Source: an optimization exercise on an open RTL-to-GDS flow (aim: a short achievable clock period and few clock cycles). Production flows keep margins and buffers that such runs may drop. In this exercise RTL edits were held to simulation tests only and were not proved equivalent to the original. No activity file was given, so power comes from the tool's default toggle rates.

==> inputs of 06-15 <==
==> flow/design.v (excerpt) <==
module sisc (clk, rst_f, imem_addr, imem_rdata, dmem_addr, dmem_wdata, dmem_we, dmem_rdata, halted);
  input         clk, rst_f;
  output [15:0] imem_addr;
  input  [31:0] imem_rdata;
  output [15:0] dmem_addr;
  output [31:0] dmem_wdata;
  output        dmem_we;
  input  [31:0] dmem_rdata;
  output        halted;
  localparam LOD = 4'd1, STR = 4'd2, SWAP = 4'd3, BRA = 4'd4, BRR = 4'd5, BNE = 4'd6,
             ALU = 4'd8, HLT = 4'd15;
  reg  [15:0] pc;
  reg  [3:0]  stat_q;         
  reg         halt_q;
  reg         d_valid;
  reg  [3:0]  d_mm;
  reg  [15:0] d_imm;
  reg  [15:0] d_rsoh, d_rtoh;  
  reg         d_rda, d_rdb;   
  reg  [15:0] d_sa, d_sb;     
  reg  [3:0]  d_xa, d_xb;     
  reg         d_ha, d_hb;     
  reg  [15:0] d_pc1;          
  reg  [7:0]  d_rel_lo;       
  reg         d_rel_c;        
  reg  [7:0]  d_rel_h0, d_rel_h1;
  reg         d_absa;         
  reg         d_br;           
  reg         d_brr;          
  reg         d_pred;         
  reg         d_inv;          
  reg         d_hlt;
  reg         d_lod, d_str, d_swp, d_immf, d_sub, d_wfl;
  reg  [15:0] d_w1;           
  reg  [15:0] d_w2;           
  reg         d_sel_add, d_sel_log, d_sel_shf;
  reg  [31:0] e_a, e_b;
  reg  [31:0] e_p, e_g;       
  reg  [31:0] e_zt;           
  reg  [4:0]  e_amt;          
  reg         e_big;          
  reg  [31:0] e_pre;          
  reg         e_cin, e_fsb;
  reg  [3:0]  e_funct;
  reg         e_fl;           
  reg         e_lod, e_str;   
  reg         e_hlt;          
  reg  [15:0] e_we1, e_we2;   
  reg         e_sel_add, e_sel_pre, e_sel_shf;
  reg         e_chk;          
  reg  [3:0]  e_mm;
  reg         e_inv;
  reg  [15:0] e_alt;
  reg  [31:0] m_res, m_b;
  reg         m_lod, m_str;
  reg         m_fl;           
  reg  [3:0]  m_stat;
  reg  [15:0] m_we1, m_we2;
  reg  [15:0] w_we1, w_we2;
  reg  [31:0] w_d1, w_d2;
  assign dmem_addr  = m_res[15:0];
  assign dmem_wdata = m_b;
  assign dmem_we    = m_str;
  assign imem_addr  = pc;
  assign halted     = halt_q;
  wire [31:0] m_d1 = m_lod ? dmem_rdata : m_res;
  wire [3:0]  stat = m_fl ? m_stat : stat_q;
  wire [31:0] sum, sh_out;
  wire [3:0]  e_stat;
  alu my_alu (.p (e_p), .g (e_g), .zt (e_zt), .cin (e_cin), .a31 (e_a[31]), .b31 (e_b[31]),
              .fsb (e_fsb), .sum (sum), .stat (e_stat));
  ...
==> flow/config.mk <==
export PLATFORM = sky130hd
export DESIGN_NAME = sisc
export DESIGN_NICKNAME = sisc
export VERILOG_FILES = /design/flow/design.v
export SDC_FILE = /design/flow/constraint.sdc
export NUM_CORES = 4
export LEC_CHECK = 0
export ABC_CLOCK_PERIOD_IN_PS = 2500
export CAP_MARGIN = 20
export CORE_MARGIN = 2
export CORE_UTILIZATION = 45
export PLACE_DENSITY = 0.6
export SETUP_SLACK_MARGIN = 4.5
export SLEW_MARGIN = 20
==> flow/constraint.sdc <==
create_clock -name core_clock -period 7.0 [get_ports {clk}]
set_input_delay 1.4000 -clock core_clock [delete_from_list [all_inputs] [get_ports {clk}]]
set_output_delay 1.4000 -clock core_clock [all_outputs]
set_load 0.01 [all_outputs]
run.sh (not shown) runs the stock make flow with config.mk's settings and CLKGATE_MAP_FILE= SYNTH_SCRIPT=/design/flow/synth_recipe.tcl, a recipe that flattens the netlist after the stock synthesis.
==> inputs of 12-27, as changes to 06-15 <==
--- a/flow/design.v
+++ b/flow/design.v
@@ -148,13 +148,13 @@
   output        dmem_we;
   input  [31:0] dmem_rdata;
   output        halted;
   localparam LOD = 4'd1, STR = 4'd2, SWAP = 4'd3, BRA = 4'd4, BRR = 4'd5, BNE = 4'd6,
              ALU = 4'd8, HLT = 4'd15;
-  reg  [15:0] pc;
+  reg  [15:0] pc, pc_n;
   reg  [3:0]  stat_q;         
-  reg         halt_q;
+  reg         halt_q, halt_n;
   reg         d_valid;
   reg  [3:0]  d_mm;
   reg  [15:0] d_imm;
   reg  [15:0] d_rsoh, d_rtoh;  
   reg         d_rda, d_rdb;   
@@ -190,22 +190,28 @@
   reg         e_sel_add, e_sel_pre, e_sel_shf;
   reg         e_chk;          
   reg  [3:0]  e_mm;
   reg         e_inv;
   reg  [15:0] e_alt;
-  reg  [31:0] m_res, m_b;
+  reg  [15:0] m_ao;
+  reg  [31:0] m_bo;
+  reg  [31:0] m_res_n, m_b_n;
+  wire [31:0] m_res = ~m_res_n;
+  wire [31:0] m_b = ~m_b_n;
   reg         m_lod, m_str;
   reg         m_fl;           
   reg  [3:0]  m_stat;
   reg  [15:0] m_we1, m_we2;
   reg  [15:0] w_we1, w_we2;
   reg  [31:0] w_d1, w_d2;
-  assign dmem_addr  = m_res[15:0];
-  assign dmem_wdata = m_b;
+  assign dmem_addr  = m_ao;
+  assign dmem_wdata = m_bo;
   assign dmem_we    = m_str;
   assign imem_addr  = pc;
   assign halted     = halt_q;
+  wire [15:0] pc_i = ~pc_n;
+  wire        halt_i = ~halt_n;
   wire [31:0] m_d1 = m_lod ? dmem_rdata : m_res;
   wire [3:0]  stat = m_fl ? m_stat : stat_q;
   wire [31:0] sum, sh_out;
   wire [3:0]  e_stat;
   alu my_alu (.p (e_p), .g (e_g), .zt (e_zt), .cin (e_cin), .a31 (e_a[31]), .b31 (e_b[31]),
@@ -235,11 +241,11 @@
   wire [15:0] d_alt = d_pred ? d_pc1 : d_brr ? d_rel : d_imm;
   wire       d_fast = ~e_fl | (d_mm[3:1] == 3'b000);
   wire       d_cond = e_fl ? (d_mm[0] & e_stat[0]) : |(d_mm & stat);
   wire       d_redirect = d_valid & d_br & d_fast & (d_cond ^ d_inv);
   wire       d_halt = d_valid & d_hlt & ~e_redirect;
-  wire       d_go = d_valid & ~d_hlt & ~d_stall & ~halt_q & ~e_redirect;    
+  wire       d_go = d_valid & ~d_hlt & ~d_stall & ~halt_i & ~e_redirect;    
   wire [31:0] f_ir = imem_rdata;
   wire [3:0]  f_op = f_ir[31:28];
   wire [3:0]  f_mm = f_ir[27:24];
   wire [3:0]  f_rs = f_ir[23:20];
   wire [3:0]  f_rt = f_ir[19:16];
@@ -259,16 +265,16 @@
   wire        f_stable = ~(d_valid & d_wfl) & ~e_fl;
   wire        f_cond = |(f_mm & stat);
   wire        f_exact = f_bne ? ~f_cond : f_cond;
   wire [15:0] pc_inc;
   wire        pc_inc_co;
-  pfx_add #(16, 4) inc  (.a (pc), .b (16'h0000), .cin (1'b1), .sum (pc_inc), .cout (pc_inc_co));
+  pfx_add #(16, 4) inc  (.a (pc_i), .b (16'h0000), .cin (1'b1), .sum (pc_inc), .cout (pc_inc_co));
   wire [7:0]  f_rel_lo, f_rel_h0, f_rel_h1;
   wire        f_rel_c, f_rel_c0, f_rel_c1;
-  pfx_add #(8, 3) radl (.a (pc[7:0]), .b (f_imm[7:0]), .cin (1'b1), .sum (f_rel_lo), .cout (f_rel_c));
-  pfx_add #(8, 3) rad0 (.a (pc[15:8]), .b (f_imm[15:8]), .cin (1'b0), .sum (f_rel_h0), .cout (f_rel_c0));
-  pfx_add #(8, 3) rad1 (.a (pc[15:8]), .b (f_imm[15:8]), .cin (1'b1), .sum (f_rel_h1), .cout (f_rel_c1));
+  pfx_add #(8, 3) radl (.a (pc_i[7:0]), .b (f_imm[7:0]), .cin (1'b1), .sum (f_rel_lo), .cout (f_rel_c));
+  pfx_add #(8, 3) rad0 (.a (pc_i[15:8]), .b (f_imm[15:8]), .cin (1'b0), .sum (f_rel_h0), .cout (f_rel_c0));
+  pfx_add #(8, 3) rad1 (.a (pc_i[15:8]), .b (f_imm[15:8]), .cin (1'b1), .sum (f_rel_h1), .cout (f_rel_c1));
   wire        f_pred = f_is_br & ~f_brr & (f_stable ? f_exact : f_bne);
   wire [15:0] f_next = f_pred ? f_imm : pc_inc;
   wire [3:0]  f_dst = (f_alu & ~f_immm) ? f_rd : f_rt;
   wire        f_w1 = (f_alu | f_lod | f_swp) & (f_dst != 4'd0);
   wire        f_w2 = f_swp & (f_rs != 4'd0);
@@ -289,13 +295,16 @@
   wire        n_am1 = |(e_we1 & n_rsoh);
   wire        n_bm1 = |(e_we1 & n_rtoh);
   wire [3:0]  n_xa = {|(wv2 & n_rsoh), |(wv1 & n_rsoh), |(e_we2 & n_rsoh), n_am1};
   wire [3:0]  n_xb = {|(wv2 & n_rtoh), |(wv1 & n_rtoh), |(e_we2 & n_rtoh), n_bm1};
   wire [15:0] d_wr = d_w1 | d_w2;
+  wire [15:0] pc_next = e_redirect ? e_alt : d_redirect ? d_alt : d_stall ? pc_i : f_next;
   always @(posedge clk or negedge rst_f)
     if (!rst_f) begin
       pc      <= 16'h0000;
+      pc_n    <= 16'hFFFF;
+      halt_n  <= 1'b1;
       d_valid <= 1'b0;
       halt_q  <= 1'b0;
       stat_q  <= 4'b0000;
       m_fl    <= 1'b0;
       e_lod   <= 1'b0;
@@ -313,18 +322,17 @@
       w_we2   <= 16'h0000;
     end else begin
       stat_q  <= stat;
       m_fl    <= e_fl;
       if (e_hlt | (d_halt & ~e_str))
-        halt_q <= 1'b1;
-      if (e_redirect)
-        pc <= e_alt;
-      else if (d_redirect)
-        pc <= d_alt;
-      else if (!d_stall)
-        pc <= f_next;
-      d_valid <= ~halt_q & ~e_hlt & ~d_halt & ~e_redirect & ~d_redirect;
+        begin
+          halt_q <= 1'b1;
+          halt_n <= 1'b0;
+        end
+      pc      <= pc_next;
+      pc_n    <= ~pc_next;
+      d_valid <= ~halt_i & ~e_hlt & ~d_halt & ~e_redirect & ~d_redirect;
       e_chk   <= d_go & d_br & ~d_fast;
       e_lod   <= d_go & d_lod;
       e_str   <= d_go & d_str;
       e_hlt   <= d_halt;
       e_fl    <= d_go & d_wfl;
@@ -389,12 +397,14 @@
     e_sel_pre <= d_sel_log | d_swp | d_absa;
     e_sel_shf <= d_sel_shf;
     e_mm      <= d_mm;
     e_inv     <= d_inv;
     e_alt     <= d_alt;
-    m_res     <= e_res;
+    m_res_n   <= ~e_res;
+    m_ao      <= e_res[15:0];
     m_stat    <= e_stat;
-    m_b       <= e_b;
+    m_b_n     <= ~e_b;
+    m_bo      <= e_b;
     w_d1      <= m_d1;
     w_d2      <= m_b;
   end
 endmodule
CORE_UTILIZATION = 35   (was 45)
PLACE_DENSITY = 0.5   (was 0.6)
==> inputs of 01-04, as changes to 06-15 <==
CORE_UTILIZATION = 35   (was 45)
PLACE_DENSITY = 0.5   (was 0.6)
SETUP_SLACK_MARGIN = 4.3   (was 4.5)
==> run summary <==
Sequential share of layout area: 01-04 is higher than 12-27 (2.7 points). Synthesized area is the same in 01-04 and 06-15. Worst setup slack: 06-15 > 01-04 > 12-27. Combinational power: 12-27 is smaller than 01-04 (about 20%).
Testbench counts of 06-15, summed over its fixed seeds: cycles 35,069.
Testbench counts of 12-27, summed over its fixed seeds: cycles 35,069.
Testbench counts of 01-04, summed over its fixed seeds: cycles 35,069.

---

==> job 5241 <==
Another version of the RTL of sisc (not shown whole).
make LEC_CHECK=0 ABC_CLOCK_PERIOD_IN_PS=2500 CAP_MARGIN=20 CORE_MARGIN=2 CORE_UTILIZATION=35 PLACE_DENSITY=0.5 SETUP_SLACK_MARGIN=4.5 SLEW_MARGIN=20 finish   # period 7.0 ns
==> job 8314: changes against job 5241 <==
==> flow/design.v (replaced) <==
`timescale 1ns/100ps
module pfx_add #(parameter W = 32, parameter L = 5) (a, b, cin, sum, cout);
  input  [W-1:0] a, b;
  input          cin;
  output [W-1:0] sum;
  output         cout;
  wire [W-1:0] p0 = a ^ b;
  wire [W-1:0] g0 = a & b;
  wire [W-1:0] G [0:L];
  wire [W-1:0] P [0:L];
  assign G[0] = {g0[W-1:1], g0[0] | (p0[0] & cin)};
  assign P[0] = p0;
  genvar l, i;
  generate
    for (l = 0; l < L; l = l + 1) begin : lv
      for (i = 0; i < W; i = i + 1) begin : bt
        if (i >= (1 << l)) begin : c
          assign G[l+1][i] = G[l][i] | (P[l][i] & G[l][i-(1<<l)]);
          assign P[l+1][i] = P[l][i] & P[l][i-(1<<l)];
        end else begin : n
          assign G[l+1][i] = G[l][i];
          assign P[l+1][i] = P[l][i];
        end
      end
    end
  endgenerate
  assign sum  = p0 ^ {G[L][W-2:0], cin};
  assign cout = G[L][W-1];
endmodule
module pfx_pg #(parameter W = 32, parameter L = 5) (p, g, cin, sum, cout);
  input  [W-1:0] p, g;
  input          cin;
  output [W-1:0] sum;
  output         cout;
  wire [W-1:0] G [0:L];
  wire [W-1:0] P [0:L];
  assign G[0] = g;
  assign P[0] = p;
  genvar l, i;
  generate
    for (l = 0; l < L; l = l + 1) begin : lv
      for (i = 0; i < W; i = i + 1) begin : bt
        if (i >= (1 << l)) begin : c
          assign G[l+1][i] = G[l][i] | (P[l][i] & G[l][i-(1<<l)]);
          assign P[l+1][i] = P[l][i] & P[l][i-(1<<l)];
        end else begin : n
          assign G[l+1][i] = G[l][i];
          assign P[l+1][i] = P[l][i];
        end
      end
    end
  endgenerate
  assign sum  = p ^ {G[L][W-2:0], cin};
  assign cout = G[L][W-1];
endmodule
module alu (p, g, cin, a31, b31, fsb, sum, stat);
  input  [31:0] p, g;
  input         cin;
  input         a31, b31, fsb;
  output [31:0] sum;
  output [3:0]  stat;     
  wire cout;
  pfx_pg #(32, 5) add (.p (p), .g (g), .cin (cin), .sum (sum), .cout (cout));
  wire [31:0] zt = p ^ {p[30:0] | g[30:0], cin};
  assign stat[3] = cin ? ~cout : cout;
  assign stat[2] = (~(fsb ^ a31 ^ b31)) & (fsb ^ b31 ^ sum[31]);
  assign stat[1] = sum[31];
  assign stat[0] = ~|zt;
endmodule
module alu_log (a, b, funct, log_out);
  input  [31:0] a, b;
  input  [3:0]  funct;
  output [31:0] log_out;
  reg [31:0] lo;
  always @(*)
    case (funct[1:0])
      2'b00: lo = ~a;
      2'b01: lo = a | b;
      2'b10: lo = a & b;
      default: lo = a ^ b;
    endcase
  assign log_out = lo;
endmodule
module shf (a, b, funct, shf_out);
  input  [31:0] a;
  input  [31:0] b;
  input  [3:0]  funct;
  output [31:0] shf_out;
  reg [31:0] so;
  reg [63:0] rot;
  always @(*) begin
    rot = 64'h0;
    case (funct[1:0])
      2'b10: so = a >> b;
      2'b11: so = a << b;
      2'b00: begin
        rot = {a, a} >> b[4:0];
        so = rot[31:0];
      end
      default: begin
        rot = {a, a} << b[4:0];
        so = rot[63:32];
      end
    endcase
  end
  assign shf_out = so;
endmodule
`timescale 1ns/100ps
module rf (clk, sa, sb, xa, xb, m1, m2, rdata_a, rdata_b, we1, d1, we2, d2);
  input         clk;
  input  [15:0] sa, sb;
  input  [3:0]  xa, xb;
  input  [31:0] m1, m2;
  output [31:0] rdata_a, rdata_b;
  input  [15:0] we1, we2;
  input  [31:0] d1, d2;
  wire [31:0] oa [0:15];
  wire [31:0] ob [0:15];
  assign oa[0] = ({32{xa[0]}} & m1) | ({32{xa[1]}} & m2) | ({32{xa[2]}} & d1) | ({32{xa[3]}} & d2);
  assign ob[0] = ({32{xb[0]}} & m1) | ({32{xb[1]}} & m2) | ({32{xb[2]}} & d1) | ({32{xb[3]}} & d2);
  genvar i;
  generate
    for (i = 1; i < 16; i = i + 1) begin : r
      reg [31:0] q;
      always @(posedge clk)
        if (we1[i])
          q <= d1;
        else if (we2[i])
          q <= d2;
      assign oa[i] = oa[i-1] | ({32{sa[i]}} & q);
      assign ob[i] = ob[i-1] | ({32{sb[i]}} & q);
    end
  endgenerate
  assign rdata_a = oa[15];
  assign rdata_b = ob[15];
endmodule
`timescale 1ns/100ps
module sisc (clk, rst_f, imem_addr, imem_rdata, dmem_addr, dmem_wdata, dmem_we, dmem_rdata, halted);
  input         clk, rst_f;
  output [15:0] imem_addr;
  input  [31:0] imem_rdata;
  output [15:0] dmem_addr;
  output [31:0] dmem_wdata;
  output        dmem_we;
  input  [31:0] dmem_rdata;
  output        halted;
  localparam LOD = 4'd1, STR = 4'd2, SWAP = 4'd3, BRA = 4'd4, BRR = 4'd5, BNE = 4'd6,
             ALU = 4'd8, HLT = 4'd15;
  reg  [15:0] pc;
  reg  [3:0]  stat;           
  reg         halt_q;
  reg         d_valid;
  reg  [3:0]  d_mm;
  reg  [15:0] d_imm;
  reg  [15:0] d_rsoh, d_rtoh;  
  reg         d_rda, d_rdb;   
  reg  [15:0] d_sa, d_sb;     
  reg  [3:0]  d_xa, d_xb;     
  reg         d_ha, d_hb;     
  reg  [15:0] d_pc;           
  reg         d_br;           
  reg         d_brr;          
  reg         d_pred;         
  reg         d_inv;          
  reg         d_hlt;
  reg         d_lod, d_str, d_swp, d_immf, d_sub, d_wfl;
  reg  [15:0] d_w1;           
  reg  [15:0] d_w2;           
  reg         d_sel_add, d_sel_log, d_sel_shf;
  reg  [31:0] e_a, e_b;
  reg  [31:0] e_p, e_g;       
  reg  [31:0] e_pre;          
  reg         e_cin, e_fsb;
  reg  [3:0]  e_funct;
  reg         e_fl;           
  reg         e_lod, e_str;   
  reg         e_hlt;          
  reg  [15:0] e_we1, e_we2;   
  reg         e_sel_add, e_sel_pre, e_sel_shf;
  reg         e_chk;          
  reg  [3:0]  e_mm;
  reg         e_inv;
  reg  [15:0] e_alt;
  reg  [31:0] m_res, m_b;
  reg         m_lod, m_str;
  reg  [15:0] m_we1, m_we2;
  reg  [15:0] w_we1, w_we2;
  reg  [31:0] w_d1, w_d2;
  assign dmem_addr  = m_res[15:0];
  assign dmem_wdata = m_b;
  assign dmem_we    = m_str;
  assign imem_addr  = pc;
  assign halted     = halt_q;
  wire [31:0] m_d1 = m_lod ? dmem_rdata : m_res;
  wire [31:0] sum, sh_out;
  wire [3:0]  e_stat;
  alu my_alu (.p (e_p), .g (e_g), .cin (e_cin), .a31 (e_a[31]), .b31 (e_b[31]), .fsb (e_fsb),
              .sum (sum), .stat (e_stat));
  shf my_shf (.a (e_a), .b (e_b), .funct (e_funct), .shf_out (sh_out));
  wire [31:0] e_res = ({32{e_sel_add}} & sum)
                    | ({32{e_sel_shf}} & sh_out)
                    | ({32{e_sel_pre}} & e_pre);
  wire       e_redirect = e_chk & (|(e_mm & stat) ^ e_inv);
  wire [31:0] rf_a, rf_b;
  rf my_rf (.clk (clk), .sa (d_sa), .sb (d_sb), .xa (d_xa), .xb (d_xb),
            .m1 (m_d1), .m2 (m_b), .rdata_a (rf_a), .rdata_b (rf_b),
            .we1 (w_we1), .d1 (w_d1), .we2 (w_we2), .d2 (w_d2));
  wire [31:0] d_y = (d_immf | d_lod | d_str) ? {{16{d_imm[15]}}, d_imm} : d_sub ? ~rf_b : rf_b;
  wire [31:0] d_p = rf_a ^ d_y;
  wire [31:0] d_g = rf_a & d_y;
  wire [31:0] d_log;
  alu_log my_log (.a (rf_a), .b (rf_b), .funct (d_imm[3:0]), .log_out (d_log));
  wire        d_stall = d_valid & ((d_ha & d_rda) | (d_hb & d_rdb));
  wire [15:0] d_pc1, d_rel;
  wire        d_pc1_co, d_rel_co;
  pfx_add #(16, 4) inc1 (.a (d_pc), .b (16'h0000), .cin (1'b1), .sum (d_pc1), .cout (d_pc1_co));
  pfx_add #(16, 4) radd (.a (d_pc), .b (d_imm), .cin (1'b1), .sum (d_rel), .cout (d_rel_co));
  wire [15:0] d_alt = d_pred ? d_pc1 : d_brr ? d_rel : d_imm;
  wire       d_fast = ~e_fl | (d_mm[3:1] == 3'b000);
  wire       d_cond = e_fl ? (d_mm[0] & e_stat[0]) : |(d_mm & stat);
  wire       d_redirect = d_valid & d_br & d_fast & (d_cond ^ d_inv);
  wire       d_halt = d_valid & d_hlt & ~e_redirect;
  wire       d_go = d_valid & ~d_hlt & ~d_stall & ~halt_q & ~e_redirect;    
  wire [31:0] f_ir = imem_rdata;
  wire [3:0]  f_op = f_ir[31:28];
  wire [3:0]  f_mm = f_ir[27:24];
  wire [3:0]  f_rs = f_ir[23:20];
  wire [3:0]  f_rt = f_ir[19:16];
  wire [3:0]  f_rd = f_ir[15:12];
  wire [15:0] f_imm = f_ir[15:0];
  wire [3:0]  f_fn = f_ir[3:0];
  wire        f_immm = (f_mm == 4'd8);
  wire        f_lod = (f_op == LOD);
  wire        f_str = (f_op == STR);
  wire        f_swp = (f_op == SWAP);
  wire        f_alu = (f_op == ALU);
  wire        f_bne = (f_op == BNE);
  wire        f_brr = (f_op == BRR);
  wire        f_is_br = (f_op == BRA) | f_brr | f_bne;
  wire        f_hlt = (f_op == HLT);
  wire        f_flw = f_alu & ((f_fn == 4'd1) | (f_fn == 4'd2));
  wire        f_stable = ~(d_valid & d_wfl) & ~e_fl;
  wire        f_cond = |(f_mm & stat);
  wire        f_exact = f_bne ? ~f_cond : f_cond;
  wire [15:0] pc_inc;
  wire        pc_inc_co;
  pfx_add #(16, 4) inc  (.a (pc), .b (16'h0000), .cin (1'b1), .sum (pc_inc), .cout (pc_inc_co));
  wire        f_pred = f_is_br & ~f_brr & (f_stable ? f_exact : f_bne);
  wire [15:0] f_next = f_pred ? f_imm : pc_inc;
  wire [3:0]  f_dst = (f_alu & ~f_immm) ? f_rd : f_rt;
  wire        f_w1 = (f_alu | f_lod | f_swp) & (f_dst != 4'd0);
  wire        f_w2 = f_swp & (f_rs != 4'd0);
  wire        f_absa = (f_lod | f_str) & f_immm;      
  wire        f_rda = f_alu | f_swp | ((f_lod | f_str) & ~f_immm);
  wire        f_rdb = (f_alu & (~f_immm | f_flw)) | f_swp | f_str;
  function [15:0] onehot (input [3:0] x);
    onehot = 16'h0001 << x;
  endfunction
  wire [15:0] f_rsoh = f_absa ? 16'h0000 : (onehot(f_rs) & 16'hFFFE);
  wire [15:0] f_rtoh = onehot(f_rt) & 16'hFFFE;
  wire [15:0] n_rsoh = d_stall ? d_rsoh : f_rsoh;
  wire [15:0] n_rtoh = d_stall ? d_rtoh : f_rtoh;
  wire [15:0] e_pend = e_we1 | e_we2;
  wire [15:0] wv1 = m_we1 & ~e_pend;
  wire [15:0] wv2 = m_we2 & ~e_pend;
  wire [15:0] pend = e_pend | m_we1 | m_we2;
  wire [3:0]  n_xa = {|(wv2 & n_rsoh), |(wv1 & n_rsoh), |(e_we2 & n_rsoh), |(e_we1 & n_rsoh)};
  wire [3:0]  n_xb = {|(wv2 & n_rtoh), |(wv1 & n_rtoh), |(e_we2 & n_rtoh), |(e_we1 & n_rtoh)};
  wire [15:0] d_wr = d_w1 | d_w2;
  always @(posedge clk or negedge rst_f)
    if (!rst_f) begin
      pc      <= 16'h0000;
      d_valid <= 1'b0;
      halt_q  <= 1'b0;
      stat    <= 4'b0000;
      e_lod   <= 1'b0;
      e_str   <= 1'b0;
      e_hlt   <= 1'b0;
      e_chk   <= 1'b0;
      e_fl    <= 1'b0;
      e_we1   <= 16'h0000;
      e_we2   <= 16'h0000;
      m_lod   <= 1'b0;
      m_str   <= 1'b0;
      m_we1   <= 16'h0000;
      m_we2   <= 16'h0000;
      w_we1   <= 16'h0000;
      w_we2   <= 16'h0000;
    end else begin
      if (e_fl)
        stat <= e_stat;
      if (e_hlt)
        halt_q <= 1'b1;
      if (e_redirect)
        pc <= e_alt;
      else if (d_redirect)
        pc <= d_alt;
      else if (!d_stall)
        pc <= f_next;
      d_valid <= ~halt_q & ~e_hlt & ~d_halt & ~e_redirect & ~d_redirect;
      e_chk   <= d_go & d_br & ~d_fast;
      e_lod   <= d_go & d_lod;
      e_str   <= d_go & d_str;
      e_hlt   <= d_halt;
      e_fl    <= d_go & d_wfl;
      e_we1   <= d_go ? d_w1 : 16'h0000;
      e_we2   <= d_go ? d_w2 : 16'h0000;
      m_lod   <= e_lod;
      m_str   <= e_str;
      m_we1   <= e_we1;
      m_we2   <= e_we2;
      w_we1   <= m_we1;
      w_we2   <= m_we2;
    end
  always @(posedge clk) begin
    if (!d_stall) begin
      d_mm       <= f_mm;
      d_imm      <= f_imm;
      d_rsoh     <= f_rsoh;
      d_rtoh     <= f_rtoh;
      d_rda      <= f_rda;
      d_rdb      <= f_rdb;
      d_pc       <= pc;
      d_br       <= f_is_br;
      d_brr      <= f_brr;
      d_pred     <= f_pred;
      d_inv      <= f_bne ^ f_pred;
      d_hlt      <= f_hlt;
      d_lod      <= f_lod;
      d_str      <= f_str;
      d_swp      <= f_swp;
      d_immf     <= f_alu & f_immm;
      d_sub      <= f_alu & ~f_immm & (f_fn == 4'd2);
      d_wfl      <= f_flw;
      d_w1       <= f_w1 ? onehot(f_dst) : 16'h0000;
      d_w2       <= f_w2 ? onehot(f_rs) : 16'h0000;
      d_sel_add  <= (f_alu & (f_immm | (f_fn[3:2] == 2'b00))) | f_lod | f_str;
      d_sel_log  <= f_alu & ~f_immm & (f_fn[3:2] == 2'b01);
      d_sel_shf  <= f_alu & ~f_immm & (f_fn[3:2] == 2'b10);
    end
    d_xa <= n_xa;
    d_xb <= n_xb;
    d_sa <= n_rsoh & ~pend;
    d_sb <= n_rtoh & ~pend;
    d_ha <= ~d_stall & d_valid & |(d_wr & f_rsoh);
    d_hb <= ~d_stall & d_valid & |(d_wr & f_rtoh);
    e_a       <= rf_a;
    e_b       <= rf_b;
    e_p       <= d_p;
    e_g       <= {d_g[31:1], d_g[0] | (d_p[0] & d_sub)};
    e_pre     <= d_swp ? rf_a : d_log;
    e_cin     <= d_sub;
    e_fsb     <= d_imm[3:0] == 4'd2;
    e_funct   <= d_imm[3:0];
    e_sel_add <= d_sel_add;
    e_sel_pre <= d_sel_log | d_swp;
    e_sel_shf <= d_sel_shf;
    e_mm      <= d_mm;
    e_inv     <= d_inv;
    e_alt     <= d_alt;
    m_res     <= e_res;
    m_b       <= e_b;
    w_d1      <= m_d1;
    w_d2      <= m_b;
  end
endmodule
Settings changed: CORE_UTILIZATION 35 to 30, PLACE_DENSITY 0.5 to 0.4.
==> job 7474: changes against job 5241 <==
--- a/flow/design.v
+++ b/flow/design.v
@@ -259,19 +259,19 @@
   wire        f_stable = ~(d_valid & d_wfl) & ~e_fl;
   wire        f_cond = |(f_mm & stat);
   wire        f_exact = f_bne ? ~f_cond : f_cond;
   wire [15:0] pc_inc;
   wire        pc_inc_co;
   pfx_add #(16, 4) inc  (.a (pc), .b (16'h0000), .cin (1'b1), .sum (pc_inc), .cout (pc_inc_co));
   wire [7:0]  f_rel_lo, f_rel_h0, f_rel_h1;
   wire        f_rel_c, f_rel_c0, f_rel_c1;
-  pfx_add #(8, 3) radl (.a (pc_inc[7:0]), .b (f_imm[7:0]), .cin (1'b0), .sum (f_rel_lo), .cout (f_rel_c));
-  pfx_add #(8, 3) rad0 (.a (pc_inc[15:8]), .b (f_imm[15:8]), .cin (1'b0), .sum (f_rel_h0), .cout (f_rel_c0));
-  pfx_add #(8, 3) rad1 (.a (pc_inc[15:8]), .b (f_imm[15:8]), .cin (1'b1), .sum (f_rel_h1), .cout (f_rel_c1));
+  pfx_add #(8, 3) radl (.a (pc[7:0]), .b (f_imm[7:0]), .cin (1'b1), .sum (f_rel_lo), .cout (f_rel_c));
+  pfx_add #(8, 3) rad0 (.a (pc[15:8]), .b (f_imm[15:8]), .cin (1'b0), .sum (f_rel_h0), .cout (f_rel_c0));
+  pfx_add #(8, 3) rad1 (.a (pc[15:8]), .b (f_imm[15:8]), .cin (1'b1), .sum (f_rel_h1), .cout (f_rel_c1));
   wire        f_pred = f_is_br & ~f_brr & (f_stable ? f_exact : f_bne);
   wire [15:0] f_next = f_pred ? f_imm : pc_inc;
   wire [3:0]  f_dst = (f_alu & ~f_immm) ? f_rd : f_rt;
   wire        f_w1 = (f_alu | f_lod | f_swp) & (f_dst != 4'd0);
   wire        f_w2 = f_swp & (f_rs != 4'd0);
   wire        f_absa = (f_lod | f_str) & f_immm;      
   wire        f_rda = f_alu | f_swp | ((f_lod | f_str) & ~f_immm);
   wire        f_rdb = (f_alu & (~f_immm | f_flw)) | f_swp | f_str;
@@ -309,17 +309,17 @@
       m_str   <= 1'b0;
       m_we1   <= 16'h0000;
       m_we2   <= 16'h0000;
       w_we1   <= 16'h0000;
       w_we2   <= 16'h0000;
     end else begin
       stat_q  <= stat;
       m_fl    <= e_fl;
-      if (e_hlt)
+      if (e_hlt | (d_halt & ~e_str))
         halt_q <= 1'b1;
       if (e_redirect)
         pc <= e_alt;
       else if (d_redirect)
         pc <= d_alt;
       else if (!d_stall)
         pc <= f_next;
       d_valid <= ~halt_q & ~e_hlt & ~d_halt & ~e_redirect & ~d_redirect;
==> reports/metrics.yaml <==
clkbuf_count: 198
area_dominant_class: "multi-input gates"
status: "no timing/DRC/antenna violations"
yosys-top-cells-count: "599 x a22oi_1, 564 x edfxtp_1, 541 x mux2_2"
via_per_inst: 6.19
yosysMostFrequentCell: "a22oi_1"
track_usage: 0.297
path_buf_inv: 3
That was job 8314.
==> reports/metrics.yaml <==
status: "no timing/DRC/antenna violations"
via_per_inst: 6.37
area_dominant_class: "flip-flops and latches"
yosys_warnings: 6
yosysMostFrequentCell: "edfxtp_1"
clkbuf_count: 194
path_buf_inv: 1
yosys-top-cells-count: "590 x edfxtp_1, 544 x mux2_2, 441 x a22oi_1"
track_usage: 0.315
That was job 7474.
==> reports/metrics.yaml <==
status: "no timing/DRC/antenna violations"
track_usage: 0.314
area_dominant_class: "flip-flops and latches"
via_per_inst: 6.44
path_buf_inv: 3
yosysMostFrequentCell: "edfxtp_1"
yosys-top-cells-count: "590 x edfxtp_1, 548 x mux2_2, 429 x dfxtp_1"
clkbuf_count: 183
That was job 5241.
Testbench counts of job 5241, summed over its fixed seeds: cycles 35,075.
Testbench counts of job 8314, summed over its fixed seeds: cycles 34,887.
Testbench counts of job 7474, summed over its fixed seeds: cycles 35,069.

-- afterwards: timing with drivers on the ports --
The results above use ideal ports. As a check the final layouts listed here were re-extracted and re-timed, cells and wires unchanged. Step 1 assumes that a clkbuf_16 drives the clock port and a buf_2 every other input. Step 2 also shifts input and output timing later by t, the mid clock arrival at the registers, as if the neighbouring blocks saw the same clock. Slacks: ideal / step 1 / step 2; pairs: ideal / step 1.
run | t (ns) | setup slack, ns | hold slack, ns | latest minus earliest clock arrival (ns)
06-15 | 0.823 | 4.220 / 4.195 / 3.748 | 0.325 / 0.325 / 0.325 | 0.052 / 0.053
12-27 | 0.865 | 4.150 / 4.150 / 3.515 | 0.342 / 0.342 / 0.342 | 0.040 / 0.040
01-04 | 0.857 | 4.200 / 4.162 / 3.397 | 0.318 / 0.318 / 0.318 | 0.034 / 0.033
job 5241 | 0.858 | 4.239 / 4.162 / 3.599 | 0.312 / 0.312 / 0.312 | 0.036 / 0.036
job 8314 | 0.863 | 3.979 / 3.979 / 3.306 | 0.337 / 0.337 / 0.337 | 0.033 / 0.033
job 7474 | 0.849 | 4.227 / 4.149 / 3.629 | 0.316 / 0.316 / 0.316 | 0.046 / 0.046
After both steps setup and hold are still met in every run listed. The setup slack of 01-04, which loses most, moves by -0.038 ns with the drivers and by -0.803 ns with both steps.
